Background: an optimization exercise with open tools, aiming at small area and a short achievable clock period. Do not read the settings as production practice. RTL that was checked went through simulation tests only; none was proved equivalent to the original. Only the layout flow was run in run 1; the RTL was not checked for function there.

## flow/design.v (module list and top-level ports; edited modules follow where they fit)
// module test_dsp: 1411 lines
module test_dsp #(parameter width_in1=26, parameter width_in2=14, parameter width_out=40) (
    input clk_i,
    input signed [width_in1:0] a_i,
    input signed [width_in2:0] b_i,
    input signed [width_out:0] pd_pattern1,
    output signed [width_out:0] c_o,
    output reg ones_o
);
  // ...
==> flow/run.sh <==
#!/bin/bash
# synth_recipe.tcl (not shown) runs the flow's synth.tcl, then flattens the netlist and writes it again
# the make line also repeats each setting of config.mk as NAME=value (left out here)
make -C /OpenROAD-flow-scripts/flow DESIGN_CONFIG=/design/flow/config.mk WORK_HOME=/design/flow/orfs CLKGATE_MAP_FILE= SYNTH_SCRIPT=/design/flow/synth_recipe.tcl finish
==> flow/config.mk <==
export PLATFORM = sky130hd
export DESIGN_NAME = test_dsp
export DESIGN_NICKNAME = test_dsp
export VERILOG_FILES = /design/flow/design.v
export SDC_FILE = /design/flow/constraint.sdc
export NUM_CORES = 4
export LEC_CHECK = 0
export CAP_MARGIN = 20
export CORE_MARGIN = 2
export CORE_UTILIZATION = 60
export SETUP_SLACK_MARGIN = 3.0
export SLEW_MARGIN = 20
==> flow/constraint.sdc <==
create_clock -name core_clock -period 6.5 [get_ports {clk_i}]
set_input_delay 1.3000 -clock core_clock [delete_from_list [all_inputs] [get_ports {clk_i}]]
set_output_delay 1.3000 -clock core_clock [all_outputs]
set_load 0.01 [all_outputs]
==> out/qor.yml, run 1 <==
finish:
  bufAreaShareNonClock: 0.06835
  instances_no_fill: 2459
  mostFrequentLayoutCells: "423 x inv_1, 355 x fa_1, 317 x and2_1"
global_route:
  grt.busiest_layer: "met2"
  use_met3: 0.05163
  grt_max_degree: 28
placed_design:
  gp_congestion: 0.8812
  dp_cells: 2380
status:
  status: "finished clean"
sta:
  worst_pin_slew_ns: 0.7743
  maxSlewViolCount: 0
  whs_ns: 0.3363
synthesis:
  synth_top_area_share: 0.3783
  yosys.area.top_type: "fa_1"
  synth_seq_cells: 237
  async_reset_ff_frac: 0
drt:
  routed-wl-met2_um: 22910
  wl_met3_um: 3594
  post_drt_wl_per_cell_um: 20.35
  highest_layer: "met4"
  drt_iter0_markers: 768
setup_path:
  crit_type: "flip-flop to flip-flop"
  cp_cell_sequence: "inv_1, fa_1, fa_1, inv_2, ha_4, and3_4, nand3_4, o31a_1, a2111oi_4, o31a_4, nor4b_2, or3_1"
  path_depth: 12
  path_max_fanout: 5
  slowest_stage: "fa_1"
floorplanning:
  initial_utilization: 0.6104
clocking:
  ctsHoldBuffers: 0
  tritoncts: "done"
  clk_latency_ns: 0.55
==> inputs of run 2 (changes only) <==
--- a/flow/design.v
+++ b/flow/design.v
@@ -1241,17 +1241,344 @@
 wire s1_336 = r1_c37_3 ^ c1_298 ^ s1_299;
 wire c1_336 = (r1_c37_3 & c1_298) | (r1_c37_3 & s1_299) | (c1_298 & s1_299);
 wire s1_337 = r1_c38_3 ^ c1_299 ^ s1_300;
 wire c1_337 = (r1_c38_3 & c1_299) | (r1_c38_3 & s1_300) | (c1_299 & s1_300);
 wire s1_338 = r1_c39_0 ^ r1_c39_1 ^ c1_300;
 wire c1_338 = (r1_c39_0 & r1_c39_1) | (r1_c39_0 & c1_300) | (r1_c39_1 & c1_300);
 wire [40:0] cs_s = {c1_338, c1_337, c1_336, c1_335, c1_334, c1_333, c1_332, c1_331, c1_330, c1_329, c1_328, c1_327, c1_326, c1_325, c1_324, c1_323, c1_322, c1_321, c1_320, c1_319, c1_318, c1_317, c1_316, c1_315, c1_314, c1_313, c1_312, c1_311, c1_310, c1_309, c1_308, c1_307, c1_306, c1_305, c1_304, c1_303, c1_302, c1_301, s1_301, r1_c1_0, r1_c0_0};
 wire [40:0] cs_c = {r1_c40_0, s1_338, s1_337, s1_336, s1_335, s1_334, s1_333, s1_332, s1_331, s1_330, s1_329, s1_328, s1_327, s1_326, s1_325, s1_324, s1_323, s1_322, s1_321, s1_320, s1_319, s1_318, s1_317, s1_316, s1_315, s1_314, s1_313, s1_312, s1_311, s1_310, s1_309, s1_308, s1_307, s1_306, s1_305, s1_304, s1_303, s1_302, r1_c2_2, r1_c1_1, 1'b0};
-wire [40:0] prod_d = cs_s + cs_c;
+wire ad_g0_0 = cs_s[0] & cs_c[0];
+wire ad_p0_0 = cs_s[0] ^ cs_c[0];
+wire ad_g0_1 = cs_s[1] & cs_c[1];
+wire ad_p0_1 = cs_s[1] ^ cs_c[1];
+wire ad_g0_2 = cs_s[2] & cs_c[2];
+wire ad_p0_2 = cs_s[2] ^ cs_c[2];
+wire ad_g0_3 = cs_s[3] & cs_c[3];
+wire ad_p0_3 = cs_s[3] ^ cs_c[3];
+wire ad_g0_4 = cs_s[4] & cs_c[4];
+wire ad_p0_4 = cs_s[4] ^ cs_c[4];
+wire ad_g0_5 = cs_s[5] & cs_c[5];
+wire ad_p0_5 = cs_s[5] ^ cs_c[5];
+wire ad_g0_6 = cs_s[6] & cs_c[6];
+wire ad_p0_6 = cs_s[6] ^ cs_c[6];
+wire ad_g0_7 = cs_s[7] & cs_c[7];
+wire ad_p0_7 = cs_s[7] ^ cs_c[7];
+wire ad_g0_8 = cs_s[8] & cs_c[8];
+wire ad_p0_8 = cs_s[8] ^ cs_c[8];
+wire ad_g0_9 = cs_s[9] & cs_c[9];
+wire ad_p0_9 = cs_s[9] ^ cs_c[9];
+wire ad_g0_10 = cs_s[10] & cs_c[10];
+wire ad_p0_10 = cs_s[10] ^ cs_c[10];
+wire ad_g0_11 = cs_s[11] & cs_c[11];
+wire ad_p0_11 = cs_s[11] ^ cs_c[11];
+wire ad_g0_12 = cs_s[12] & cs_c[12];
+wire ad_p0_12 = cs_s[12] ^ cs_c[12];
+wire ad_g0_13 = cs_s[13] & cs_c[13];
+wire ad_p0_13 = cs_s[13] ^ cs_c[13];
+wire ad_g0_14 = cs_s[14] & cs_c[14];
+wire ad_p0_14 = cs_s[14] ^ cs_c[14];
+wire ad_g0_15 = cs_s[15] & cs_c[15];
+wire ad_p0_15 = cs_s[15] ^ cs_c[15];
+wire ad_g0_16 = cs_s[16] & cs_c[16];
+wire ad_p0_16 = cs_s[16] ^ cs_c[16];
+wire ad_g0_17 = cs_s[17] & cs_c[17];
+wire ad_p0_17 = cs_s[17] ^ cs_c[17];
+wire ad_g0_18 = cs_s[18] & cs_c[18];
+wire ad_p0_18 = cs_s[18] ^ cs_c[18];
+wire ad_g0_19 = cs_s[19] & cs_c[19];
+wire ad_p0_19 = cs_s[19] ^ cs_c[19];
+wire ad_g0_20 = cs_s[20] & cs_c[20];
+wire ad_p0_20 = cs_s[20] ^ cs_c[20];
+wire ad_g0_21 = cs_s[21] & cs_c[21];
+wire ad_p0_21 = cs_s[21] ^ cs_c[21];
+wire ad_g0_22 = cs_s[22] & cs_c[22];
+wire ad_p0_22 = cs_s[22] ^ cs_c[22];
+wire ad_g0_23 = cs_s[23] & cs_c[23];
+wire ad_p0_23 = cs_s[23] ^ cs_c[23];
+wire ad_g0_24 = cs_s[24] & cs_c[24];
+wire ad_p0_24 = cs_s[24] ^ cs_c[24];
+wire ad_g0_25 = cs_s[25] & cs_c[25];
+wire ad_p0_25 = cs_s[25] ^ cs_c[25];
+wire ad_g0_26 = cs_s[26] & cs_c[26];
+wire ad_p0_26 = cs_s[26] ^ cs_c[26];
+wire ad_g0_27 = cs_s[27] & cs_c[27];
+wire ad_p0_27 = cs_s[27] ^ cs_c[27];
+wire ad_g0_28 = cs_s[28] & cs_c[28];
+wire ad_p0_28 = cs_s[28] ^ cs_c[28];
+wire ad_g0_29 = cs_s[29] & cs_c[29];
+wire ad_p0_29 = cs_s[29] ^ cs_c[29];
+wire ad_g0_30 = cs_s[30] & cs_c[30];
+wire ad_p0_30 = cs_s[30] ^ cs_c[30];
+wire ad_g0_31 = cs_s[31] & cs_c[31];
+wire ad_p0_31 = cs_s[31] ^ cs_c[31];
+wire ad_g0_32 = cs_s[32] & cs_c[32];
+wire ad_p0_32 = cs_s[32] ^ cs_c[32];
+wire ad_g0_33 = cs_s[33] & cs_c[33];
+wire ad_p0_33 = cs_s[33] ^ cs_c[33];
+wire ad_g0_34 = cs_s[34] & cs_c[34];
+wire ad_p0_34 = cs_s[34] ^ cs_c[34];
+wire ad_g0_35 = cs_s[35] & cs_c[35];
+wire ad_p0_35 = cs_s[35] ^ cs_c[35];
+wire ad_g0_36 = cs_s[36] & cs_c[36];
+wire ad_p0_36 = cs_s[36] ^ cs_c[36];
+wire ad_g0_37 = cs_s[37] & cs_c[37];
+wire ad_p0_37 = cs_s[37] ^ cs_c[37];
+wire ad_g0_38 = cs_s[38] & cs_c[38];
+wire ad_p0_38 = cs_s[38] ^ cs_c[38];
+wire ad_g0_39 = cs_s[39] & cs_c[39];
+wire ad_p0_39 = cs_s[39] ^ cs_c[39];
+wire ad_g0_40 = cs_s[40] & cs_c[40];
+wire ad_p0_40 = cs_s[40] ^ cs_c[40];
+wire ad_g1_1 = ad_g0_1 | (ad_p0_1 & ad_g0_0);
+wire ad_p1_1 = ad_p0_1 & ad_p0_0;
+wire ad_g1_3 = ad_g0_3 | (ad_p0_3 & ad_g0_2);
+wire ad_p1_3 = ad_p0_3 & ad_p0_2;
+wire ad_g1_5 = ad_g0_5 | (ad_p0_5 & ad_g0_4);
+wire ad_p1_5 = ad_p0_5 & ad_p0_4;
+wire ad_g1_7 = ad_g0_7 | (ad_p0_7 & ad_g0_6);
+wire ad_p1_7 = ad_p0_7 & ad_p0_6;
+wire ad_g1_9 = ad_g0_9 | (ad_p0_9 & ad_g0_8);
+wire ad_p1_9 = ad_p0_9 & ad_p0_8;
+wire ad_g1_11 = ad_g0_11 | (ad_p0_11 & ad_g0_10);
+wire ad_p1_11 = ad_p0_11 & ad_p0_10;
+wire ad_g1_13 = ad_g0_13 | (ad_p0_13 & ad_g0_12);
+wire ad_p1_13 = ad_p0_13 & ad_p0_12;
+wire ad_g1_15 = ad_g0_15 | (ad_p0_15 & ad_g0_14);
+wire ad_p1_15 = ad_p0_15 & ad_p0_14;
+wire ad_g1_17 = ad_g0_17 | (ad_p0_17 & ad_g0_16);
+wire ad_p1_17 = ad_p0_17 & ad_p0_16;
+wire ad_g1_19 = ad_g0_19 | (ad_p0_19 & ad_g0_18);
+wire ad_p1_19 = ad_p0_19 & ad_p0_18;
+wire ad_g1_21 = ad_g0_21 | (ad_p0_21 & ad_g0_20);
+wire ad_p1_21 = ad_p0_21 & ad_p0_20;
+wire ad_g1_23 = ad_g0_23 | (ad_p0_23 & ad_g0_22);
+wire ad_p1_23 = ad_p0_23 & ad_p0_22;
+wire ad_g1_25 = ad_g0_25 | (ad_p0_25 & ad_g0_24);
+wire ad_p1_25 = ad_p0_25 & ad_p0_24;
+wire ad_g1_27 = ad_g0_27 | (ad_p0_27 & ad_g0_26);
+wire ad_p1_27 = ad_p0_27 & ad_p0_26;
+wire ad_g1_29 = ad_g0_29 | (ad_p0_29 & ad_g0_28);
+wire ad_p1_29 = ad_p0_29 & ad_p0_28;
+wire ad_g1_31 = ad_g0_31 | (ad_p0_31 & ad_g0_30);
+wire ad_p1_31 = ad_p0_31 & ad_p0_30;
+wire ad_g1_33 = ad_g0_33 | (ad_p0_33 & ad_g0_32);
+wire ad_p1_33 = ad_p0_33 & ad_p0_32;
+wire ad_g1_35 = ad_g0_35 | (ad_p0_35 & ad_g0_34);
+wire ad_p1_35 = ad_p0_35 & ad_p0_34;
+wire ad_g1_37 = ad_g0_37 | (ad_p0_37 & ad_g0_36);
+wire ad_p1_37 = ad_p0_37 & ad_p0_36;
+wire ad_g1_39 = ad_g0_39 | (ad_p0_39 & ad_g0_38);
+wire ad_p1_39 = ad_p0_39 & ad_p0_38;
+wire ad_g2_2 = ad_g0_2 | (ad_p0_2 & ad_g1_1);
+wire ad_p2_2 = ad_p0_2 & ad_p1_1;
+wire ad_g2_3 = ad_g1_3 | (ad_p1_3 & ad_g1_1);
+wire ad_p2_3 = ad_p1_3 & ad_p1_1;
+wire ad_g2_6 = ad_g0_6 | (ad_p0_6 & ad_g1_5);
+wire ad_p2_6 = ad_p0_6 & ad_p1_5;
+wire ad_g2_7 = ad_g1_7 | (ad_p1_7 & ad_g1_5);
+wire ad_p2_7 = ad_p1_7 & ad_p1_5;
+wire ad_g2_10 = ad_g0_10 | (ad_p0_10 & ad_g1_9);
+wire ad_p2_10 = ad_p0_10 & ad_p1_9;
+wire ad_g2_11 = ad_g1_11 | (ad_p1_11 & ad_g1_9);
+wire ad_p2_11 = ad_p1_11 & ad_p1_9;
+wire ad_g2_14 = ad_g0_14 | (ad_p0_14 & ad_g1_13);
+wire ad_p2_14 = ad_p0_14 & ad_p1_13;
+wire ad_g2_15 = ad_g1_15 | (ad_p1_15 & ad_g1_13);
+wire ad_p2_15 = ad_p1_15 & ad_p1_13;
+wire ad_g2_18 = ad_g0_18 | (ad_p0_18 & ad_g1_17);
+wire ad_p2_18 = ad_p0_18 & ad_p1_17;
+wire ad_g2_19 = ad_g1_19 | (ad_p1_19 & ad_g1_17);
+wire ad_p2_19 = ad_p1_19 & ad_p1_17;
+wire ad_g2_22 = ad_g0_22 | (ad_p0_22 & ad_g1_21);
+wire ad_p2_22 = ad_p0_22 & ad_p1_21;
+wire ad_g2_23 = ad_g1_23 | (ad_p1_23 & ad_g1_21);
+wire ad_p2_23 = ad_p1_23 & ad_p1_21;
+wire ad_g2_26 = ad_g0_26 | (ad_p0_26 & ad_g1_25);
+wire ad_p2_26 = ad_p0_26 & ad_p1_25;
+wire ad_g2_27 = ad_g1_27 | (ad_p1_27 & ad_g1_25);
+wire ad_p2_27 = ad_p1_27 & ad_p1_25;
+wire ad_g2_30 = ad_g0_30 | (ad_p0_30 & ad_g1_29);
+wire ad_p2_30 = ad_p0_30 & ad_p1_29;
+wire ad_g2_31 = ad_g1_31 | (ad_p1_31 & ad_g1_29);
+wire ad_p2_31 = ad_p1_31 & ad_p1_29;
+wire ad_g2_34 = ad_g0_34 | (ad_p0_34 & ad_g1_33);
+wire ad_p2_34 = ad_p0_34 & ad_p1_33;
+wire ad_g2_35 = ad_g1_35 | (ad_p1_35 & ad_g1_33);
+wire ad_p2_35 = ad_p1_35 & ad_p1_33;
+wire ad_g2_38 = ad_g0_38 | (ad_p0_38 & ad_g1_37);
+wire ad_p2_38 = ad_p0_38 & ad_p1_37;
+wire ad_g2_39 = ad_g1_39 | (ad_p1_39 & ad_g1_37);
+wire ad_p2_39 = ad_p1_39 & ad_p1_37;
+wire ad_g3_4 = ad_g0_4 | (ad_p0_4 & ad_g2_3);
+wire ad_p3_4 = ad_p0_4 & ad_p2_3;
+wire ad_g3_5 = ad_g1_5 | (ad_p1_5 & ad_g2_3);
+wire ad_p3_5 = ad_p1_5 & ad_p2_3;
+wire ad_g3_6 = ad_g2_6 | (ad_p2_6 & ad_g2_3);
+wire ad_p3_6 = ad_p2_6 & ad_p2_3;
+wire ad_g3_7 = ad_g2_7 | (ad_p2_7 & ad_g2_3);
+wire ad_p3_7 = ad_p2_7 & ad_p2_3;
+wire ad_g3_12 = ad_g0_12 | (ad_p0_12 & ad_g2_11);
+wire ad_p3_12 = ad_p0_12 & ad_p2_11;
+wire ad_g3_13 = ad_g1_13 | (ad_p1_13 & ad_g2_11);
+wire ad_p3_13 = ad_p1_13 & ad_p2_11;
+wire ad_g3_14 = ad_g2_14 | (ad_p2_14 & ad_g2_11);
+wire ad_p3_14 = ad_p2_14 & ad_p2_11;
+wire ad_g3_15 = ad_g2_15 | (ad_p2_15 & ad_g2_11);
+wire ad_p3_15 = ad_p2_15 & ad_p2_11;
+wire ad_g3_20 = ad_g0_20 | (ad_p0_20 & ad_g2_19);
+wire ad_p3_20 = ad_p0_20 & ad_p2_19;
+wire ad_g3_21 = ad_g1_21 | (ad_p1_21 & ad_g2_19);
+wire ad_p3_21 = ad_p1_21 & ad_p2_19;
+wire ad_g3_22 = ad_g2_22 | (ad_p2_22 & ad_g2_19);
+wire ad_p3_22 = ad_p2_22 & ad_p2_19;
+wire ad_g3_23 = ad_g2_23 | (ad_p2_23 & ad_g2_19);
+wire ad_p3_23 = ad_p2_23 & ad_p2_19;
+wire ad_g3_28 = ad_g0_28 | (ad_p0_28 & ad_g2_27);
+wire ad_p3_28 = ad_p0_28 & ad_p2_27;
+wire ad_g3_29 = ad_g1_29 | (ad_p1_29 & ad_g2_27);
+wire ad_p3_29 = ad_p1_29 & ad_p2_27;
+wire ad_g3_30 = ad_g2_30 | (ad_p2_30 & ad_g2_27);
+wire ad_p3_30 = ad_p2_30 & ad_p2_27;
+wire ad_g3_31 = ad_g2_31 | (ad_p2_31 & ad_g2_27);
+wire ad_p3_31 = ad_p2_31 & ad_p2_27;
+wire ad_g3_36 = ad_g0_36 | (ad_p0_36 & ad_g2_35);
+wire ad_p3_36 = ad_p0_36 & ad_p2_35;
+wire ad_g3_37 = ad_g1_37 | (ad_p1_37 & ad_g2_35);
+wire ad_p3_37 = ad_p1_37 & ad_p2_35;
+wire ad_g3_38 = ad_g2_38 | (ad_p2_38 & ad_g2_35);
+wire ad_p3_38 = ad_p2_38 & ad_p2_35;
+wire ad_g3_39 = ad_g2_39 | (ad_p2_39 & ad_g2_35);
+wire ad_p3_39 = ad_p2_39 & ad_p2_35;
+wire ad_g4_8 = ad_g0_8 | (ad_p0_8 & ad_g3_7);
+wire ad_p4_8 = ad_p0_8 & ad_p3_7;
+wire ad_g4_9 = ad_g1_9 | (ad_p1_9 & ad_g3_7);
+wire ad_p4_9 = ad_p1_9 & ad_p3_7;
+wire ad_g4_10 = ad_g2_10 | (ad_p2_10 & ad_g3_7);
+wire ad_p4_10 = ad_p2_10 & ad_p3_7;
+wire ad_g4_11 = ad_g2_11 | (ad_p2_11 & ad_g3_7);
+wire ad_p4_11 = ad_p2_11 & ad_p3_7;
+wire ad_g4_12 = ad_g3_12 | (ad_p3_12 & ad_g3_7);
+wire ad_p4_12 = ad_p3_12 & ad_p3_7;
+wire ad_g4_13 = ad_g3_13 | (ad_p3_13 & ad_g3_7);
+wire ad_p4_13 = ad_p3_13 & ad_p3_7;
+wire ad_g4_14 = ad_g3_14 | (ad_p3_14 & ad_g3_7);
+wire ad_p4_14 = ad_p3_14 & ad_p3_7;
+wire ad_g4_15 = ad_g3_15 | (ad_p3_15 & ad_g3_7);
+wire ad_p4_15 = ad_p3_15 & ad_p3_7;
+wire ad_g4_24 = ad_g0_24 | (ad_p0_24 & ad_g3_23);
+wire ad_p4_24 = ad_p0_24 & ad_p3_23;
+wire ad_g4_25 = ad_g1_25 | (ad_p1_25 & ad_g3_23);
+wire ad_p4_25 = ad_p1_25 & ad_p3_23;
+wire ad_g4_26 = ad_g2_26 | (ad_p2_26 & ad_g3_23);
+wire ad_p4_26 = ad_p2_26 & ad_p3_23;
+wire ad_g4_27 = ad_g2_27 | (ad_p2_27 & ad_g3_23);
+wire ad_p4_27 = ad_p2_27 & ad_p3_23;
+wire ad_g4_28 = ad_g3_28 | (ad_p3_28 & ad_g3_23);
+wire ad_p4_28 = ad_p3_28 & ad_p3_23;
+wire ad_g4_29 = ad_g3_29 | (ad_p3_29 & ad_g3_23);
+wire ad_p4_29 = ad_p3_29 & ad_p3_23;
+wire ad_g4_30 = ad_g3_30 | (ad_p3_30 & ad_g3_23);
+wire ad_p4_30 = ad_p3_30 & ad_p3_23;
+wire ad_g4_31 = ad_g3_31 | (ad_p3_31 & ad_g3_23);
+wire ad_p4_31 = ad_p3_31 & ad_p3_23;
+wire ad_g4_40 = ad_g0_40 | (ad_p0_40 & ad_g3_39);
+wire ad_p4_40 = ad_p0_40 & ad_p3_39;
+wire ad_g5_16 = ad_g0_16 | (ad_p0_16 & ad_g4_15);
+wire ad_p5_16 = ad_p0_16 & ad_p4_15;
+wire ad_g5_17 = ad_g1_17 | (ad_p1_17 & ad_g4_15);
+wire ad_p5_17 = ad_p1_17 & ad_p4_15;
+wire ad_g5_18 = ad_g2_18 | (ad_p2_18 & ad_g4_15);
+wire ad_p5_18 = ad_p2_18 & ad_p4_15;
+wire ad_g5_19 = ad_g2_19 | (ad_p2_19 & ad_g4_15);
+wire ad_p5_19 = ad_p2_19 & ad_p4_15;
+wire ad_g5_20 = ad_g3_20 | (ad_p3_20 & ad_g4_15);
+wire ad_p5_20 = ad_p3_20 & ad_p4_15;
+wire ad_g5_21 = ad_g3_21 | (ad_p3_21 & ad_g4_15);
+wire ad_p5_21 = ad_p3_21 & ad_p4_15;
+wire ad_g5_22 = ad_g3_22 | (ad_p3_22 & ad_g4_15);
+wire ad_p5_22 = ad_p3_22 & ad_p4_15;
+wire ad_g5_23 = ad_g3_23 | (ad_p3_23 & ad_g4_15);
+wire ad_p5_23 = ad_p3_23 & ad_p4_15;
+wire ad_g5_24 = ad_g4_24 | (ad_p4_24 & ad_g4_15);
+wire ad_p5_24 = ad_p4_24 & ad_p4_15;
+wire ad_g5_25 = ad_g4_25 | (ad_p4_25 & ad_g4_15);
+wire ad_p5_25 = ad_p4_25 & ad_p4_15;
+wire ad_g5_26 = ad_g4_26 | (ad_p4_26 & ad_g4_15);
+wire ad_p5_26 = ad_p4_26 & ad_p4_15;
+wire ad_g5_27 = ad_g4_27 | (ad_p4_27 & ad_g4_15);
+wire ad_p5_27 = ad_p4_27 & ad_p4_15;
+wire ad_g5_28 = ad_g4_28 | (ad_p4_28 & ad_g4_15);
+wire ad_p5_28 = ad_p4_28 & ad_p4_15;
+wire ad_g5_29 = ad_g4_29 | (ad_p4_29 & ad_g4_15);
+wire ad_p5_29 = ad_p4_29 & ad_p4_15;
+wire ad_g5_30 = ad_g4_30 | (ad_p4_30 & ad_g4_15);
+wire ad_p5_30 = ad_p4_30 & ad_p4_15;
+wire ad_g5_31 = ad_g4_31 | (ad_p4_31 & ad_g4_15);
+wire ad_p5_31 = ad_p4_31 & ad_p4_15;
+wire ad_g6_32 = ad_g0_32 | (ad_p0_32 & ad_g5_31);
+wire ad_p6_32 = ad_p0_32 & ad_p5_31;
+wire ad_g6_33 = ad_g1_33 | (ad_p1_33 & ad_g5_31);
+wire ad_p6_33 = ad_p1_33 & ad_p5_31;
+wire ad_g6_34 = ad_g2_34 | (ad_p2_34 & ad_g5_31);
+wire ad_p6_34 = ad_p2_34 & ad_p5_31;
+wire ad_g6_35 = ad_g2_35 | (ad_p2_35 & ad_g5_31);
+wire ad_p6_35 = ad_p2_35 & ad_p5_31;
+wire ad_g6_36 = ad_g3_36 | (ad_p3_36 & ad_g5_31);
+wire ad_p6_36 = ad_p3_36 & ad_p5_31;
+wire ad_g6_37 = ad_g3_37 | (ad_p3_37 & ad_g5_31);
+wire ad_p6_37 = ad_p3_37 & ad_p5_31;
+wire ad_g6_38 = ad_g3_38 | (ad_p3_38 & ad_g5_31);
+wire ad_p6_38 = ad_p3_38 & ad_p5_31;
+wire ad_g6_39 = ad_g3_39 | (ad_p3_39 & ad_g5_31);
+wire ad_p6_39 = ad_p3_39 & ad_p5_31;
+wire ad_g6_40 = ad_g4_40 | (ad_p4_40 & ad_g5_31);
+wire ad_p6_40 = ad_p4_40 & ad_p5_31;
+wire sm_0 = ad_p0_0;
+wire sm_1 = ad_p0_1 ^ ad_g0_0;
+wire sm_2 = ad_p0_2 ^ ad_g1_1;
+wire sm_3 = ad_p0_3 ^ ad_g2_2;
+wire sm_4 = ad_p0_4 ^ ad_g2_3;
+wire sm_5 = ad_p0_5 ^ ad_g3_4;
+wire sm_6 = ad_p0_6 ^ ad_g3_5;
+wire sm_7 = ad_p0_7 ^ ad_g3_6;
+wire sm_8 = ad_p0_8 ^ ad_g3_7;
+wire sm_9 = ad_p0_9 ^ ad_g4_8;
+wire sm_10 = ad_p0_10 ^ ad_g4_9;
+wire sm_11 = ad_p0_11 ^ ad_g4_10;
+wire sm_12 = ad_p0_12 ^ ad_g4_11;
+wire sm_13 = ad_p0_13 ^ ad_g4_12;
+wire sm_14 = ad_p0_14 ^ ad_g4_13;
+wire sm_15 = ad_p0_15 ^ ad_g4_14;
+wire sm_16 = ad_p0_16 ^ ad_g4_15;
+wire sm_17 = ad_p0_17 ^ ad_g5_16;
+wire sm_18 = ad_p0_18 ^ ad_g5_17;
+wire sm_19 = ad_p0_19 ^ ad_g5_18;
+wire sm_20 = ad_p0_20 ^ ad_g5_19;
+wire sm_21 = ad_p0_21 ^ ad_g5_20;
+wire sm_22 = ad_p0_22 ^ ad_g5_21;
+wire sm_23 = ad_p0_23 ^ ad_g5_22;
+wire sm_24 = ad_p0_24 ^ ad_g5_23;
+wire sm_25 = ad_p0_25 ^ ad_g5_24;
+wire sm_26 = ad_p0_26 ^ ad_g5_25;
+wire sm_27 = ad_p0_27 ^ ad_g5_26;
+wire sm_28 = ad_p0_28 ^ ad_g5_27;
+wire sm_29 = ad_p0_29 ^ ad_g5_28;
+wire sm_30 = ad_p0_30 ^ ad_g5_29;
+wire sm_31 = ad_p0_31 ^ ad_g5_30;
+wire sm_32 = ad_p0_32 ^ ad_g5_31;
+wire sm_33 = ad_p0_33 ^ ad_g6_32;
+wire sm_34 = ad_p0_34 ^ ad_g6_33;
+wire sm_35 = ad_p0_35 ^ ad_g6_34;
+wire sm_36 = ad_p0_36 ^ ad_g6_35;
+wire sm_37 = ad_p0_37 ^ ad_g6_36;
+wire sm_38 = ad_p0_38 ^ ad_g6_37;
+wire sm_39 = ad_p0_39 ^ ad_g6_38;
+wire sm_40 = ad_p0_40 ^ ad_g6_39;
+wire [40:0] prod_d = {sm_40, sm_39, sm_38, sm_37, sm_36, sm_35, sm_34, sm_33, sm_32, sm_31, sm_30, sm_29, sm_28, sm_27, sm_26, sm_25, sm_24, sm_23, sm_22, sm_21, sm_20, sm_19, sm_18, sm_17, sm_16, sm_15, sm_14, sm_13, sm_12, sm_11, sm_10, sm_9, sm_8, sm_7, sm_6, sm_5, sm_4, sm_3, sm_2, sm_1, sm_0};
 wire [40:0] kc = {(cs_s[39:0] & cs_c[39:0]) | ((cs_s[39:0] | cs_c[39:0]) & ~pat_r[39:0]), 1'b0};
 wire eq_d = ~|(cs_s ^ cs_c ^ pat_r ^ kc);
 always @(posedge clk_i) begin
     r1_c0_0 <= pp0_0;
     r1_c1_0 <= pp0_1;
     r1_c1_1 <= pp1_0;
     r1_c2_0 <= pp0_2;
     r1_c2_1 <= pp1_1;
==> flow/config.mk (replaced) <==
export PLATFORM = sky130hd
export DESIGN_NAME = test_dsp
export DESIGN_NICKNAME = test_dsp
export VERILOG_FILES = /design/flow/design.v
export SDC_FILE = /design/flow/constraint.sdc
export NUM_CORES = 4
export LEC_CHECK = 0
export CAP_MARGIN = 20
export CORE_MARGIN = 2
export CORE_UTILIZATION = 60
export SETUP_SLACK_MARGIN = 3.4
export SLEW_MARGIN = 20
==> out/qor.yml, run 2 <==
finish:
  layout-drive-gt1-share: 0.2248
  final_nets: 2280
  num_antenna_cells: 0
  layout_commonest_cell: "fa_1"
  area_growth_pct: 24.64
  fin_area_um2: 22360
  reg_top3: "pat_r x41, prod_r x41"
  mostFrequentLayoutCells: "289 x fa_1, 276 x and2_1, 235 x dfxtp_1"
  nFillCells: 2007
clocking:
  cts.sinks: 237
  cts_max_path_buffers: 3
  cts.reportedPaths.clkPinSlew_ns: 0.06
  tritoncts: "done"
  clk_latency_ns: 0.56  # about the same
  cts_buffers: 28
  ctsHoldBuffers: 0  # unchanged
  htree_levels: 1
  clockRootBuffer: "clkbuf_16"
setup_path:
  endpoint: "prod_r[27]$_DFF_P_"
  critPathRequiredTime_ns: 6.94
  startpoint_type: "flip-flop"
  path_depth: 12  # unchanged
  critPathLaunch: "r1_c9_2$_DFF_P_"
  cp-end-kind: "flip-flop"
  worst-path-buf-inv: 2
  cp_cell_sequence: "fa_1, fa_2, ha_4, nand4_1, a211oi_2, o2111ai_2, buf_6, buf_4, a211oi_4, o31a_2, nor4_2, a211o_1"
  worstReg2RegEnd: "prod_r[27]$_DFF_P_"
  critical-path-top-delay-family: "adder cells"
  rr_startpoint: "r1_c9_2$_DFF_P_"
  crit_type: "flip-flop to flip-flop"
  slowest_stage: "fa_1"
  r2r_cells: 12
  critPathMaxStageDelay_ns: 0.61
  path_max_fanout: 4  # -1
  r2r_slack_ns: 2.91
  critPathArrivalTime_ns: 4.03
floorplanning:
  initial_utilization: 0.6068  # -0.003613
  core_area_um2: 29560
  rows: 63
  die_y_um: 176.9
  die_w_um: 176.9
  die-area_um2: 31290
  pin_count: 126
synthesis:
  synthCells: 1601
  yosysSeqAreaShare: 0.2645
  synth_nets: 2109
  ys_types: 50
  synth_most_common_cell: "fa_1"
  yosys-top-cells-count: "368 x fa_1, 341 x and2_1, 248 x inv_1, 237 x dfxtp_1, 81 x nand2_1"
  synth_edf_count: 0
  synth.cell_area_um2: 17940
  synth_flop_cell: "dfxtp_1"
  yosys.area.top_type: "fa_1"
  synth.avg_cell_area_um2: 11.20
  synth_seq_cells: 237  # unchanged
  synth.area.top_cells: "fa_1 41%, dfxtp_1 26%, and2_1 12%, inv_1 5.2%, ha_1 3.9%"
  async_reset_ff_frac: 0  # unchanged
  yosys_warnings: 1
  synth_top_area_share: 0.4107  # +0.03241
placed_design:
  place_area_um2: 20030
  portBuffers: 125
  gp_congestion: 0.8897  # +0.96%
  dp_hpwl_um: 32790
job:
  maxCapViolCount: 0
drt:
  post_drt_wl_per_cell_um: 21.94  # +7.8%
  drc: 0
  avgViaCountPerCell: 5.457
  ant_nets: 0
  drt_iter0_markers: 722  # -6.0%
  routed_wl_um: 47900
  num_vias: 11913
  firstDrtPassIters: 5
sta:
  finClkSkew_ns: 0.01791
  hold_viol: 0
  slew_headroom: 0.3732
  rsz0062_at_grt: "true"
  period_share: 0.5523
  finalSetupTns_ns: 0
  worst_pin_slew_ns: 0.9370  # +0.1627 ns
  setup_violations: 0
  maxSlewViolCount: 0  # unchanged
  max_freq_mhz: 278.6
  period_needed_ns: 3.590
global_route:
  grt_pass1_wl_um: 73240
  grt_pass1_vias: 12883
  global_route.overflow_total: 0
  grt_max_degree: 28  # unchanged
  antenna_found_initial: 1
  track_usage: 0.3202
min_path:
  hold_path_depth: 0
  hold_path.class: "flip-flop to flip-flop"
status:
  status: "finished clean"
-- run 2: logic make-up after synthesis --
family,after synthesis,synth area share
XOR/XNOR,66,0.03223
multiplexers,2,0.001116
AO/OA/AOI/OAI,75,0.03055
AND/OR/NAND/NOR,492,0.1580
buffers and inverters,305,0.06383
adder cells (fa/ha/maj),424,0.4498
flip-flops,237,0.2645
-- run 2: metal layers --
layer	up-vias	GRT usage	part of all wire
met5	-	0	0
met4	0	0.1584	0.057
met3	124	0.07539	0.080
met2	482	0.5153	0.47
met1	6183	0.4097	0.39
li1	5124	-	-
-- run 2: final cells by class --
cell class	count	area, um2	area share
repair buffers	198	2303	0.1030
inverters	248	930.9	0.04164
multi-input cells	1059	12970	0.5801
flip-flops and latches	237	4747	0.2123
clock buffers	42	844.6	0.03778
well taps	390	488.0	0.02183
clock inverters	9	72.57	0.003246
-- run 2: worst min path at each step --
stage / startpoint / end / slack [ns]
after floorplan: eq_r$_DFF_P_ / ones_o$_DFF_P_ / 0.31
after global placement: eq_r$_DFF_P_ / ones_o$_DFF_P_ / 0.31
after detailed placement: eq_r$_DFF_P_ / ones_o$_DFF_P_ / 0.32
after CTS: eq_r$_DFF_P_ / ones_o$_DFF_P_ / 0.33
after global routing: eq_r$_DFF_P_ / ones_o$_DFF_P_ / 0.33
final: eq_r$_DFF_P_ / ones_o$_DFF_P_ / 0.33
-- run 2: metrics by stage --
stage	instances	hold WS [ns]	worst slack, ns	utilization
after floorplan	1601	0.3096	2.826	-
after global placement	2075	0.3145	1.711	0.6776
after detailed placement	2075	0.3184	1.627	0.6775
after CTS	2169	0.3310	2.936	0.7428
after global routing	2183	0.3337	2.847	0.7563
final	2183	0.3290	2.910	0.7563
-- run 2: what timing repair did --
item	CTS	global route
resized for setup	347	93
endpoints found under the setup margin	138	64
cloned	11	1
pin swaps	66	62
setup buffers	32	13
==> inputs of run 3 (changes only) <==
--- a/flow/config.mk
+++ b/flow/config.mk
@@ -8,5 +8,5 @@
 export CAP_MARGIN = 20
 export CORE_MARGIN = 2
 export CORE_UTILIZATION = 60
-export SETUP_SLACK_MARGIN = 3.4
+export SETUP_SLACK_MARGIN = 3.0
 export SLEW_MARGIN = 20
==> out/qor.yml, run 3 <==
floorplanning:
  initial_utilization: 0.6068  # unchanged
  die_w_um: 176.9  # unchanged
  pin_count: 126  # unchanged
  rows: 63  # unchanged
  die_y_um: 176.9  # unchanged
  die-area_um2: 31290  # unchanged
  core_area_um2: 29560  # unchanged
synthesis:
  synth_compound_area_frac: 0.03055  # unchanged
  synth_xor_xnor_area_share: 0.03223  # unchanged
  synthMuxAreaShare: 0.001116  # unchanged
  synth_top_family_by_area: "adder cells"
  ys_types: 50  # unchanged
  synth.area.top_cells: "fa_1 41%, dfxtp_1 26%, and2_1 12%, inv_1 5.2%, ha_1 3.9%"
  async_reset_ff_frac: 0  # unchanged
  synth_seq_cells: 237  # unchanged
  synth.avg_cell_area_um2: 11.20  # unchanged
  synthCells: 1601  # unchanged
  synth_top_area_share: 0.4107  # unchanged
  synth_edf_count: 0  # unchanged
  synth_most_common_cell: "fa_1"
  synth_nets: 2109  # unchanged
  yosysSeqAreaShare: 0.2645  # unchanged
  yosys.area.top_type: "fa_1"
  yosys_warnings: 1  # unchanged
  synthSimpleGateAreaFrac: 0.1580  # unchanged
  synth.cell_area_um2: 17940  # unchanged
  yosys-top-cells-count: "368 x fa_1, 341 x and2_1, 248 x inv_1, 237 x dfxtp_1, 81 x nand2_1"
  synth_flop_cell: "dfxtp_1"
  yosys.area_share.adder: 0.4498  # unchanged
clocking:
  htree_levels: 1  # unchanged
  cts.reportedPaths.clkPinSlew_ns: 0.06  # about the same
  cts.sinks: 237  # unchanged
  clockRootBuffer: "clkbuf_16"
  cts_buffers: 28  # unchanged
  clk_latency_ns: 0.57  # about the same
  cts_max_path_buffers: 3  # unchanged
  ctsHoldBuffers: 0  # unchanged
  tritoncts: "done"
finish:
  num_antenna_cells: 0  # unchanged
  final_nets: 2233  # -2.1%
  instances_no_fill: 2137  # -2.1%
  reg_top3: "pat_r x41, prod_r x41"
  mostFrequentLayoutCells: "352 x fa_1, 317 x and2_1, 246 x inv_1"
  area_growth_pct: 17.22
  final_core_util: 0.7113  # -0.04499
  fin_area_um2: 21030  # -5.9%
  layout_commonest_cell: "fa_1"
  layout-drive-gt1-share: 0.1105  # -0.1143
setup_path:
  critPathArrivalTime_ns: 4.02  # about the same
  cp-end-kind: "flip-flop"
  crit_type: "flip-flop to flip-flop"
  critPathRequiredTime_ns: 6.94  # about the same
  startpoint_type: "flip-flop"
  path_max_fanout: 5  # +1
drt:
  avgViaCountPerCell: 5.283  # -3.2%
  post_drt_wl_per_cell_um: 20.96  # -4.5%
  firstDrtPassIters: 5  # unchanged
  routed_wl_um: 44800  # -6.5%
  drt_iter0_markers: 602  # -17%
  drc: 0  # unchanged
  num_vias: 11289  # -5.2%
  ant_nets: 0  # unchanged
placed_design:
  dp_cells: 2066  # -0.43%
  dp_hpwl_um: 33100  # +0.96%
  gp_congestion: 0.9202  # +3.4%
  place_area_um2: 19590  # -2.2%
  portBuffers: 125  # unchanged
sta:
  period_share: 0.5502  # -0.002125
  period_needed_ns: 3.576  # -0.01381 ns
  hold_viol: 0  # unchanged
  finalSetupTns_ns: 0  # unchanged
  rsz0062_at_grt: "true"
  finClkSkew_ns: 0.03184  # +0.01394 ns
  max_freq_mhz: 279.6  # +0.39%
  setup_violations: 0  # unchanged
  maxSlewViolCount: 0  # unchanged
  worst_pin_slew_ns: 0.6769  # -0.2601 ns
  slew_headroom: 0.5487  # +0.1755
status:
  status: "finished clean"
global_route:
  grt_pass1_vias: 12417  # -3.6%
  grt_pass1_wl_um: 70040  # -4.4%
  antenna_found_initial: 0  # -1
  track_usage: 0.3011  # -0.01915
  global_route.overflow_total: 0  # unchanged
  grt_max_degree: 28  # unchanged
min_path:
  hold_path.class: "flip-flop to flip-flop"
job:
  maxCapViolCount: 0  # unchanged
## run 3: cell counts after synthesis
Identical to the previous run, type by type.
## run 3: area by class of cell
| cell class | instances | area (um2) |
|---|---|---|
| inverters | 248 | 930.9 |
| flip-flops and latches | 237 | 4750 |
| clock buffers | 30 | 718.2 |
| repair buffers | 151 | 1358 |
| clock inverters | 22 | 307.8 |
| multi-input cells | 1059 | 12470 |
| fillers | 2230 | 8533 |
| well taps | 390 | 488.0 |
## run 3: what timing repair did
| action | CTS | global route |
|---|---|---|
| hold endpoints to repair | 0 | 0 |
| setup buffers | 11 | 8 |
| endpoints found under the setup margin | 103 | 50 |
| gates resized for setup | 137 | 59 |
| pin swaps | 19 | 23 |
## run 3: stage by stage
stage | setup slack, ns | hold WS (ns)
detailed placement | 1.568 | 0.3138
CTS | 2.904 | 0.3408
global route | 2.808 | 0.3436
floorplan | 2.826 | 0.3096
finish | 2.924 | 0.3371
global placement | 1.663 | 0.3170
## run 3: final timing paths
| path | to | from | slack [ns] | cells past startpoint |
|---|---|---|---|---|
| worst max-delay path | prod_r[32]$_DFF_P_ | r1_c7_2$_DFF_P_ | 2.92 | 9 |
| worst min-delay path | ones_o$_DFF_P_ | eq_r$_DFF_P_ | 0.34 | 0 |
| worst max register to register | prod_r[32]$_DFF_P_ | r1_c7_2$_DFF_P_ | 2.92 | 9 |
| worst min register to register | ones_o$_DFF_P_ | eq_r$_DFF_P_ | 0.34 | 0 |
## run 3: layer usage
layer,track usage,part of all wire
met3,0.06143,0.077
met4,0.08230,0.029
met5,0,0
met1,0.4553,0.46
met2,0.4461,0.43
## run 3: cell families (layout without fill, tap and decap cells)
| kind of cell | count (synthesis) | count (layout) |
|---|---|---|
| adder cells (fa/ha/maj) | 424 | 424 |
| AND/OR/NAND/NOR | 492 | 492 |
| AO/OA/AOI/OAI | 75 | 75 |
| XOR/XNOR | 66 | 66 |
| buffers and inverters | 305 | 451 |
| multiplexers | 2 | 2 |
| flip-flops | 237 | 237 |
## run 3: critical path, cell delays in order (launching register included)
cell	delay, ns
dfxtp_2	0.32
fa_1	0.58
fa_2	0.48
ha_4	0.31
nand4_1	0.24
a211oi_4	0.36
o2111ai_4	0.22
a211oi_2	0.30
or2_4	0.19
fa_2	0.43
==> inputs of run 4 (changes only) <==
==> flow/flow/run.sh (new file) <==
#!/bin/bash
# Standard ORFS layout, with one extra step between synthesis and floorplan:
# flow/polarity.py removes the polarity inverters that Yosys's full-adder
# extraction leaves between adder cells (full adders are self-dual), and
# swaps gates for their complement cells where that saves an inverter.
# Registers and ports are untouched.
set -euo pipefail
cd "$(dirname "$0")/.."
W=$(pwd)
R=$W/orfs/results/${FLOW_PLATFORM}/test_dsp/base
LIB=${FLOW_HOME}/platforms/${FLOW_PLATFORM}/lib/sky130_fd_sc_hd__tt_025C_1v80.lib
bash standard.sh synth > "$W/run_synth.log" 2>&1
cp "$R/1_2_yosys.v" "$W/1_2_yosys.standard.v"
python3 flow/polarity.py "$LIB" "$W/1_2_yosys.standard.v" "$R/1_2_yosys.v" > "$W/run_polarity.log" 2>&1
rm -f "$R/1_synth.odb" "$R/1_synth.sdc"
bash standard.sh finish > "$W/run_layout.log" 2>&1
==> flow/flow/polarity.py (new file) <==
#!/usr/bin/env python3
"""Remove polarity inverters from a Yosys gate netlist (sky130hd).

Yosys's extract_fa leaves many inverters between full-adder cells.  A full
adder is self-dual, FA(~a, ~b, ~c) = (~sum, ~carry), so each fa cell may
work on inverted signals; a gate with a complement cell (and2/nand2,
a21o/a21oi, ...) may produce its output inverted.  This pass chooses those
polarities to minimise cell area (the inverters still needed plus the
complement swaps), then rewires the netlist with one shared inverter per
signal whose other polarity is still needed.  Registers, ports and every
other cell keep their function; only combinational cells change.

usage: polarity.py LIB in.v out.v
"""
import random
import re
import sys

lib, fin, fout = sys.argv[1:4]
src = open(fin).read()
libt = open(lib).read()

# --- library: area and pins per cell --------------------------------------
AREA = {}
PINS = {}
for m in re.finditer(r'cell \("sky130_fd_sc_hd__(\w+)"\)\s*\{', libt):
    name = m.group(1)
    nxt = libt.find('cell ("sky130_fd_sc_hd__', m.end())
    body = libt[m.end():nxt if nxt > 0 else len(libt)]
    a = re.search(r'\barea\s*:\s*([\d.]+)', body)
    AREA[name] = float(a.group(1)) if a else 0.0
    ins, outs = set(), set()
    for pm in re.finditer(r'pin \("(\w+)"\)\s*\{(.{0,400})', body, re.S):
        d = re.search(r'direction\s*:\s*"?(\w+)', pm.group(2))
        if d:
            (ins if d.group(1) == 'input' else outs).add(pm.group(1))
    PINS[name] = (ins, outs)

PAIRS = [('and2', 'nand2'), ('and3', 'nand3'), ('and4', 'nand4'), ('or2', 'nor2'),
         ('or3', 'nor3'), ('or4', 'nor4'), ('xor2', 'xnor2'), ('xor3', 'xnor3'),
         ('a21o', 'a21oi'), ('a22o', 'a22oi'), ('a211o', 'a211oi'), ('a31o', 'a31oi'),
         ('a32o', 'a32oi'), ('a221o', 'a221oi'), ('a2111o', 'a2111oi'), ('a311o', 'a311oi'),
         ('a41o', 'a41oi'), ('o21a', 'o21ai'), ('o22a', 'o22ai'), ('o211a', 'o211ai'),
         ('o31a', 'o31ai'), ('o32a', 'o32ai'), ('o221a', 'o221ai'), ('o311a', 'o311ai'),
         ('o2111a', 'o2111ai'), ('o41a', 'o41ai'), ('a21bo', 'a21boi'), ('o21ba', 'o21bai'),
         ('and2b', 'nand2b'), ('or2b', 'nor2b'), ('and3b', 'nand3b'), ('or3b', 'nor3b'),
         ('and4b', 'nand4b'), ('or4b', 'nor4b'), ('and4bb', 'nand4bb'), ('or4bb', 'nor4bb'),
         ('mux2', 'mux2i')]
COMP = {}
for a, b in PAIRS:
    COMP[a] = b
    COMP[b] = a


def complement(short):
    m = re.fullmatch(r'(\w+?)_(\d+)', short)
    if not m or m.group(1) not in COMP:
        return None
    base, drive = COMP[m.group(1)], int(m.group(2))
    drives = sorted(int(re.fullmatch(r'.*_(\d+)', n).group(1)) for n in AREA
                    if re.fullmatch(re.escape(base) + r'_\d+', n))
    cand = [d for d in drives if d >= drive] or drives
    if not cand:
        return None
    c = f'{base}_{cand[0]}'
    if c not in PINS or short not in PINS:
        return None
    if PINS[c][0] != PINS[short][0] or len(PINS[c][1]) != 1 or len(PINS[short][1]) != 1:
        return None
    return c


INV_AREA = AREA['inv_1']

# --- netlist ---------------------------------------------------------------
cell_re = re.compile(r'^  (sky130_fd_sc_hd__(\w+)) (\S+)\s+\((.*?)\n  \);\n', re.S | re.M)
pin_re = re.compile(r'\.(\w+)\(([^()]*)\)')

cells = []
for m in cell_re.finditer(src):
    short = m.group(2)
    pins = pin_re.findall(m.group(4))
    cells.append({'short': short, 'name': m.group(3), 'pins': pins, 'span': m.span()})

hdr = re.search(r'module\s+\w+\s*\((.*?)\);', src, re.S)
ports = set(x.strip() for x in hdr.group(1).split(','))
if re.search(r'^\s*assign\s', src, re.M):
    open(fout, 'w').write(src)
    print('assign statements present; netlist left unchanged')
    sys.exit(0)


def key(n):
    return n.strip()


def is_port_net(k):
    return k.lstrip('\\').split('[')[0].strip() in ports


def outpins(c):
    return PINS.get(c['short'], (set(), {'X', 'Y', 'Q', 'SUM', 'COUT', 'HI', 'LO'}))[1]


driver = {}
for i, c in enumerate(cells):
    for p, n in c['pins']:
        if p in outpins(c):
            driver[key(n)] = i

removable = []
for c in cells:
    ok = False
    if re.fullmatch(r'inv_\d+', c['short']):
        ok = not is_port_net(key(dict(c['pins'])['Y']))
    removable.append(ok)


def root(k):
    par = 0
    while k in driver and removable[driver[k]]:
        k = key(dict(cells[driver[k]]['pins'])['A'])
        par ^= 1
    return k, par


kind = []
comp = []
for i, c in enumerate(cells):
    if removable[i]:
        kind.append(None)
        comp.append(None)
    elif re.fullmatch(r'fa_\d+', c['short']):
        kind.append('fa')
        comp.append(None)
    else:
        cc = complement(c['short'])
        kind.append('comp' if cc else None)
        comp.append(cc)

cons = []
for i, c in enumerate(cells):
    if removable[i]:
        continue
    for j, (p, n) in enumerate(c['pins']):
        if p in outpins(c):
            continue
        r, q = root(key(n))
        cons.append((i, j, r, q))
by_root = {}
for ci, (i, j, r, q) in enumerate(cons):
    by_root.setdefault(r, []).append(ci)
port_roots = {k for k in driver if is_port_net(k)}

flip = [0] * len(cells)


def drv_pol(r):
    d = driver.get(r)
    if d is None or kind[d] is None:
        return 0
    return flip[d]


def need(ci):
    i, j, r, q = cons[ci]
    return q ^ (flip[i] if kind[i] == 'fa' else 0)


def cost_root(r):
    d = drv_pol(r)
    if r in port_roots and d:
        return 1e6
    for ci in by_root.get(r, []):
        if need(ci) != d:
            return INV_AREA
    return 0.0


def cell_cost(i):
    if kind[i] == 'comp' and flip[i]:
        return AREA[comp[i]] - AREA[cells[i]['short']]
    return 0.0


touch = {}
for i, c in enumerate(cells):
    if kind[i] is None:
        continue
    rs = set()
    for p, n in c['pins']:
        k = key(n)
        if p in outpins(c):
            rs.add(k)
        elif kind[i] == 'fa':
            rs.add(root(k)[0])
    touch[i] = rs


def total():
    return sum(cost_root(r) for r in set(by_root) | port_roots) + sum(cell_cost(i) for i in touch)


def delta(i):
    rs = touch[i]
    c0 = sum(cost_root(r) for r in rs) + cell_cost(i)
    flip[i] ^= 1
    c1 = sum(cost_root(r) for r in rs) + cell_cost(i)
    flip[i] ^= 1
    return c1 - c0


before = total()
rng = random.Random(1)
ids = list(touch)
best_flip = list(flip)
cur = best = before
steps = 60 * len(ids) + 1
for step in range(steps):
    T = max(0.05, 4.0 * (1 - step / steps))
    i = ids[rng.randrange(len(ids))]
    d = delta(i)
    if d <= 0 or rng.random() < pow(2.718281828, -d / T):
        flip[i] ^= 1
        cur += d
        if cur < best - 1e-9:
            best = cur
            best_flip = list(flip)
flip[:] = best_flip
changed = True
while changed:
    changed = False
    for i in ids:
        if delta(i) < -1e-9:
            flip[i] ^= 1
            changed = True
after = total()

# --- rewrite ---------------------------------------------------------------
orig_text = {}
for c in cells:
    for p, n in c['pins']:
        orig_text.setdefault(key(n), n)
newinv = {}
extra_wires, extra_cells = [], []


def net_for(r, want):
    if want == drv_pol(r):
        return orig_text.get(r, r)
    if r not in newinv:
        k = len(newinv)
        nn = f'polinv_{k}'
        newinv[r] = nn
        extra_wires.append(f'  wire {nn};\n')
        extra_cells.append(f'  sky130_fd_sc_hd__inv_1 polinv_cell_{k} (\n'
                           f'    .A({orig_text.get(r, r)}),\n    .Y({nn})\n  );\n')
    return newinv[r]


newpins = {}
for ci, (i, j, r, q) in enumerate(cons):
    newpins[(i, j)] = net_for(r, need(ci))

out = []
pos = 0
nswap = 0
for i, c in enumerate(cells):
    s, e = c['span']
    out.append(src[pos:s])
    pos = e
    if removable[i]:
        continue
    short = c['short']
    pins = c['pins']
    if kind[i] == 'comp' and flip[i]:
        nswap += 1
        newshort = comp[i]
        op_old = next(iter(PINS[short][1]))
        op_new = next(iter(PINS[newshort][1]))
        pins = [(op_new if p == op_old else p, n) for p, n in pins]
        short = newshort
    pl = [f'    .{p}({newpins.get((i, j), n)})' for j, (p, n) in enumerate(pins)]
    out.append(f'  sky130_fd_sc_hd__{short} {c["name"]} (\n' + ',\n'.join(pl) + '\n  );\n')
tail = src[pos:]
idx = tail.rfind('endmodule')
out.append(tail[:idx])
out.extend(extra_cells)
out.append(tail[idx:])
text = ''.join(out)
m = re.search(r'\n  wire ', text)
text = text[:m.start() + 1] + ''.join(extra_wires) + text[m.start() + 1:]
open(fout, 'w').write(text)
print(f'inverters removed {sum(removable)}, added {len(newinv)}; complement swaps {nswap}; '
      f'fa flipped {sum(flip[i] for i in ids if kind[i] == "fa")}; '
      f'area cost {before:.1f} -> {after:.1f} (relative)')
==> flow/standard.sh (new file) <==
#!/bin/bash
# synth_recipe.tcl (not shown) runs the flow's synth.tcl, then flattens the netlist and writes it again
# the make line also repeats each setting of config.mk as NAME=value (left out here)
make -C /OpenROAD-flow-scripts/flow DESIGN_CONFIG=/design/flow/config.mk WORK_HOME=/design/flow/orfs CLKGATE_MAP_FILE= SYNTH_SCRIPT=/design/flow/synth_recipe.tcl "${@:-finish}"
removed: flow/run.sh
==> out/qor.yml, run 4 <==
status:
  status: "finished clean"
clocking:
  cts_max_path_buffers: 3  # unchanged
  ctsHoldBuffers: 0  # unchanged
  cts_buffers: 28  # unchanged
  htree_levels: 1  # unchanged
  cts.sinks: 237  # unchanged
  clockRootBuffer: "clkbuf_16"
  tritoncts: "done"
  clk_latency_ns: 0.55  # -0.02 ns
  cts.reportedPaths.clkPinSlew_ns: 0.06  # about the same
setup_path:
  startpoint_type: "flip-flop"
  cp-end-kind: "flip-flop"
  critPathArrivalTime_ns: 4.14  # +0.12 ns
  critPathRequiredTime_ns: 6.92  # -0.02 ns
  crit_type: "flip-flop to flip-flop"
  path_max_fanout: 3  # -2
finish:
  seq_area_um2: 4748  # about the same
  multi_input_area_um2: 12150  # -2.6%
  nFillCells: 2135  # -4.3%
  area_growth_pct: 17.86
  reg_top3: "pat_r x41, prod_r x41"
  layout_commonest_cell: "fa_1"
  fin_area_um2: 20380  # -3.1%
  final_core_util: 0.7141  # +0.002737
  final_nets: 2155  # -3.5%
  mostFrequentLayoutCells: "351 x fa_1, 234 x dfxtp_1, 221 x and2_1"
  layout-drive-gt1-share: 0.1128  # +0.002370
drt:
  ant_nets: 0  # unchanged
  routed_wl_um: 42270  # -5.6%
  drc: 0  # unchanged
  firstDrtPassIters: 5  # unchanged
  drt_iter0_markers: 592  # -1.7%
  post_drt_wl_per_cell_um: 20.61  # -1.7%
  num_vias: 11119  # -1.5%
  avgViaCountPerCell: 5.421  # +2.6%
global_route:
  grt_max_degree: 28  # unchanged
  global_route.overflow_total: 0  # unchanged
  antenna_found_initial: 1  # +1
  grt_pass1_vias: 12262  # -1.2%
  grt_pass1_wl_um: 67650  # -3.4%
  track_usage: 0.2944  # -0.006659
placed_design:
  gp_congestion: 0.8368  # -9.1%
  place_area_um2: 19000  # -3.0%
  dp_slack_ns: 1.738  # +0.1702 ns
  portBuffers: 125  # unchanged
  dp_hpwl_um: 31440  # -5.0%
sta:
  finalSetupTns_ns: 0  # unchanged
  hold_viol: 0  # unchanged
  period_share: 0.5726  # +0.02243
  period_needed_ns: 3.722  # +0.1458 ns
  maxSlewViolCount: 0  # unchanged
  max_freq_mhz: 268.7  # -3.9%
  setup_ws_ns: 2.778  # -0.1458 ns
  finClkSkew_ns: 0.01296  # -0.01889 ns
  rsz0062_at_grt: "true"
  setup_violations: 0  # unchanged
  worst_pin_slew_ns: 0.7659  # +0.08895 ns
  slew_headroom: 0.4894  # -0.05930
synthesis:
  synthCells: 1506  # -5.9%
  synth.avg_cell_area_um2: 11.48  # +2.5%
  yosys_warnings: 1  # unchanged
  synth.cell_area_um2: 17300  # -3.6%
  synth_nets: 2014  # -4.5%
job:
  maxCapViolCount: 0  # unchanged
floorplanning:
  initial_utilization: 0.6058  # -0.0009680
  pin_count: 126  # unchanged
  die_y_um: 173.8  # -1.8%
  rows: 62  # -1.6%
  core_area_um2: 28550  # -3.4%
  die_w_um: 173.8  # -1.8%
  die-area_um2: 30200  # -3.5%
min_path:
  hold_path.class: "flip-flop to flip-flop"
## run 4: path summary, 6_finish.rpt
path	cells past startpoint	to	slack, ns	startpoint
hold / removal	0	ones_o$_DFF_P_	0.34	eq_r$_DFF_P_
setup reg to reg	10	prod_r[32]$_DFF_P_	2.78	r1_c5_2$_DFF_P_
setup / recovery	10	prod_r[32]$_DFF_P_	2.78	r1_c5_2$_DFF_P_
hold reg to reg	0	ones_o$_DFF_P_	0.34	eq_r$_DFF_P_
## run 4: worst max-delay path, stage by stage, from the launching register on
cell and delay [ns]:
dfxtp_2 0.32, fa_1 0.58, fa_2 0.48, ha_4 0.31, o211ai_1 0.18, a211oi_4 0.36
o2111ai_4 0.29, a211oi_4 0.32, buf_6 0.16, or2_4 0.14, fa_2 0.43
## run 4: layout make-up
cell class	instances	area share
Timing Repair Buffer	168	0.07617
Clock inverter	9	0.003130
Clock buffer	40	0.04002
Tap cell	384	0.02357
Sequential cell	237	0.2329
Multi-Input combinational cell	1059	0.5959
Inverter	153	0.02817
Antenna cell	1	0.0001228
## run 4: per-layer routing
| layer | vias up | track usage | part of all wire |
|---|---|---|---|
| met3 | 94 | 0.05132 | 0.067 |
| met2 | 412 | 0.4744 | 0.48 |
| li1 | 4876 | - | - |
| met1 | 5737 | 0.3988 | 0.41 |
| met5 | - | 0 | 0 |
| met4 | 0 | 0.1239 | 0.044 |
## run 4: per-stage QoR
step	instances	hold WS, ns
after floorplan	1506	0.3096
after global routing	2050	0.3583
after CTS	2041	0.3549
after global placement	1975	0.3119
final	2051	0.3420
after detailed placement	1975	0.3200
## run 4: timing repair
item | 4_1_cts | 5_1_grt
pin swaps | 22 | 14
setup buffers | 17 | 9
setup endpoints to repair | 114 | 46
gates resized for setup | 135 | 49
gates cloned | 0 | 0
==> inputs of run 5 (changes only) <==
--- a/flow/config.mk
+++ b/flow/config.mk
@@ -5,6 +5,7 @@
 export SDC_FILE = /design/flow/constraint.sdc
 export NUM_CORES = 4
 export LEC_CHECK = 0
+export ABC_AREA = 1
 export CAP_MARGIN = 20
 export CORE_MARGIN = 2
 export CORE_UTILIZATION = 60
==> out/qor.yml, run 5 <==
sta:
  maxSlewViolCount: 0  # unchanged
  max_freq_mhz: 284.5  # +5.9%
  slew_headroom: 0.4800  # -0.009374
  finalSetupTns_ns: 0  # unchanged
  worst_pin_slew_ns: 0.7799  # +0.01406 ns
  hold_viol: 0  # unchanged
  whs_ns: 0.3256  # -0.01639 ns
  setup_violations: 0  # unchanged
  rsz0062_at_grt: "true"
  finClkSkew_ns: 0.01020  # -0.002755 ns
  period_needed_ns: 3.514  # -0.2075 ns
  period_share: 0.5407  # -0.03193
synthesis:
  synth_nets: 2161  # +7.3%
  synthCells: 1653  # +9.8%
  synth.avg_cell_area_um2: 10.53  # -8.4%
  yosys_warnings: 1  # unchanged
  synth.cell_area_um2: 17400  # +0.59%
placed_design:
  portBuffers: 125  # unchanged
  dp_hpwl_um: 33130  # +5.3%
  gp_congestion: 0.9317  # +11%
global_route:
  antenna_found_initial: 0  # -1
  track_usage: 0.3022  # +0.007803
  grt_pass1_vias: 12466  # +1.7%
  grt_max_degree: 28  # unchanged
  global_route.overflow_total: 0  # unchanged
  grt_pass1_wl_um: 69680  # +3.0%
finish:
  reg_top3: "pat_r x41, prod_r x41"
  area_growth_pct: 16.34
  final_nets: 2269  # +5.3%
  num_antenna_cells: 0  # -1
  layout_commonest_cell: "nand2_1"
  layout-drive-gt1-share: 0.08591  # -0.02694
  mostFrequentLayoutCells: "357 x nand2_1, 342 x fa_1, 237 x dfxtp_1"
clocking:
  cts_buffers: 27  # -3.6%
  clockRootBuffer: "clkbuf_16"
  tritoncts: "done"
  ctsHoldBuffers: 0  # unchanged
  clk_latency_ns: 0.53  # -0.02 ns
  cts_max_path_buffers: 3  # unchanged
  htree_levels: 1  # unchanged
  cts.reportedPaths.clkPinSlew_ns: 0.06  # about the same
  cts.sinks: 237  # unchanged
drt:
  post_drt_wl_per_cell_um: 20.18  # -2.1%
  avgViaCountPerCell: 5.289  # -2.4%
  ant_nets: 0  # unchanged
  routed_wl_um: 43700  # +3.4%
  drt_iter0_markers: 691  # +17%
  drc: 0  # unchanged
  firstDrtPassIters: 5  # unchanged
  num_vias: 11450  # +3.0%
floorplanning:
  initial_utilization: 0.6078  # +0.001942
  die_w_um: 174.3  # +0.29%
  die_y_um: 174.3  # +0.29%
  core_area_um2: 28630  # +0.27%
  pin_count: 126  # unchanged
  die-area_um2: 30380  # +0.58%
  rows: 62  # unchanged
setup_path:
  critPathRequiredTime_ns: 6.92  # about the same
  worst-path-buf-inv: 2  # +1
  critPathMaxStageDelay_ns: 0.71  # +0.13 ns
  critical-path-top-delay-family: "adder cells"
  critPathArrivalTime_ns: 3.94  # -0.20 ns
  cp-end-kind: "flip-flop"
  path_max_fanout: 15  # +12
  slowest_stage: "dlygate4sd2_1"
  crit_type: "input pin to flip-flop"
  r2r_slack_ns: 3.12  # +0.34 ns
  startpoint_type: "input pin"
  cp_cell_sequence: "dlygate4sd2_1, nand2_1, fa_1, fa_1, fa_2, inv_1"
  crit_top_cell: "fa_1"
min_path:
  hold_path.class: "flip-flop to flip-flop"
status:
  status: "finished clean"
job:
  maxCapViolCount: 0  # unchanged
## run 5: worst paths after layout
path,end,cells past startpoint,from
worst max register to register,prod_r[33]$_DFF_P_,12,r1_c10_0$_DFF_P_
worst min register to register,ones_o$_DFF_P_,0,eq_r$_DFF_P_
worst min-delay path,ones_o$_DFF_P_,0,eq_r$_DFF_P_
worst max-delay path,r1_c18_3$_DFF_P_,6,a_i[5]
## run 5: final cells by class
class | instances | area [um2]
flip-flops and latches | 237 | 4745
inverters | 197 | 739.5
clock inverters | 12 | 217.7
well taps | 384 | 480.5
multi-input cells | 1146 | 11810
fillers | 2078 | 8384
clock buffers | 37 | 753.2
repair buffers | 152 | 1491
## run 5: worst register-to-register path, stage by stage, from the launching register on
cell and delay, ns:
dfxtp_1 0.31, fa_1 0.55, fa_1 0.46, ha_1 0.34, and2_1 0.18, nand2_1 0.09
nand2_1 0.13, a21oi_2 0.23, nand2_4 0.13, nand2_1 0.13, nand2_4 0.12, fa_1 0.45
xor2_1 0.16
## run 5: metal layers
metal / vias to the layer above / GRT usage / wire length (um)
met3: 54 / 0.07196 / 3910
li1: 5119 / - / -
met1: 5799 / 0.4557 / 19790
met5: - / 0 / 0
met2: 478 / 0.4479 / 19220
met4: 0 / 0.07213 / 786
## run 5: stage by stage
stage	util	cell area [um2]	worst slack [ns]	instances
after CTS	0.7028	20120	2.969	2161
after global placement	0.6649	19030	1.517	2105
final	0.7071	20240	2.986	2165
after global routing	0.7071	20240	2.973	2165
after floorplan	-	17650	2.788	1653
after detailed placement	0.6654	19050	1.426	2106
## run 5: repair_timing
action                     in CTS  in global routing
cloned                          1                  0
pin swaps                       3                  8
buffers inserted                5                  4
gates resized for setup       110                 46
setup endpoints to repair      84                 24

==> afterwards: timing with drivers on the ports <==
The results above use ideal ports. As a check the final layouts listed here were re-extracted and re-timed, cells and wires unchanged. Step 1 (the two cells are an assumption about what drives the block):
set clk [get_ports {clk_i}]
set_driving_cell -lib_cell sky130_fd_sc_hd__clkbuf_16 $clk
set_driving_cell -lib_cell sky130_fd_sc_hd__buf_2 [delete_from_list [all_inputs] $clk]
Step 2 adds t to the input delays and takes it off the output delays; t is the mean of the earliest and latest rising clock arrival at the registers after step 1. Input paths then give back, and output paths get back, about the clock's delay inside the block. Three values: ideal, step 1, step 2; two values: the first two.
run | t, ns | slack for setup (ns) | hold slack, ns
run 1 | 0.597 | 2.854 / 2.854 / 2.472 | 0.336 / 0.336 / 0.336
run 2 | 0.603 | 2.910 / 2.910 / 2.635 | 0.329 / 0.329 / 0.329
run 3 | 0.609 | 2.924 / 2.924 / 2.474 | 0.337 / 0.337 / 0.337
run 4 | 0.597 | 2.778 / 2.778 / 2.471 | 0.342 / 0.342 / 0.342
run 5 | 0.575 | 2.986 / 3.017 / 2.442 | 0.326 / 0.326 / 0.326
After both steps setup and hold are still met in every run listed. For run 5, which loses most, drivers alone change the setup slack by +0.031 ns; drivers and shift together by -0.544 ns.
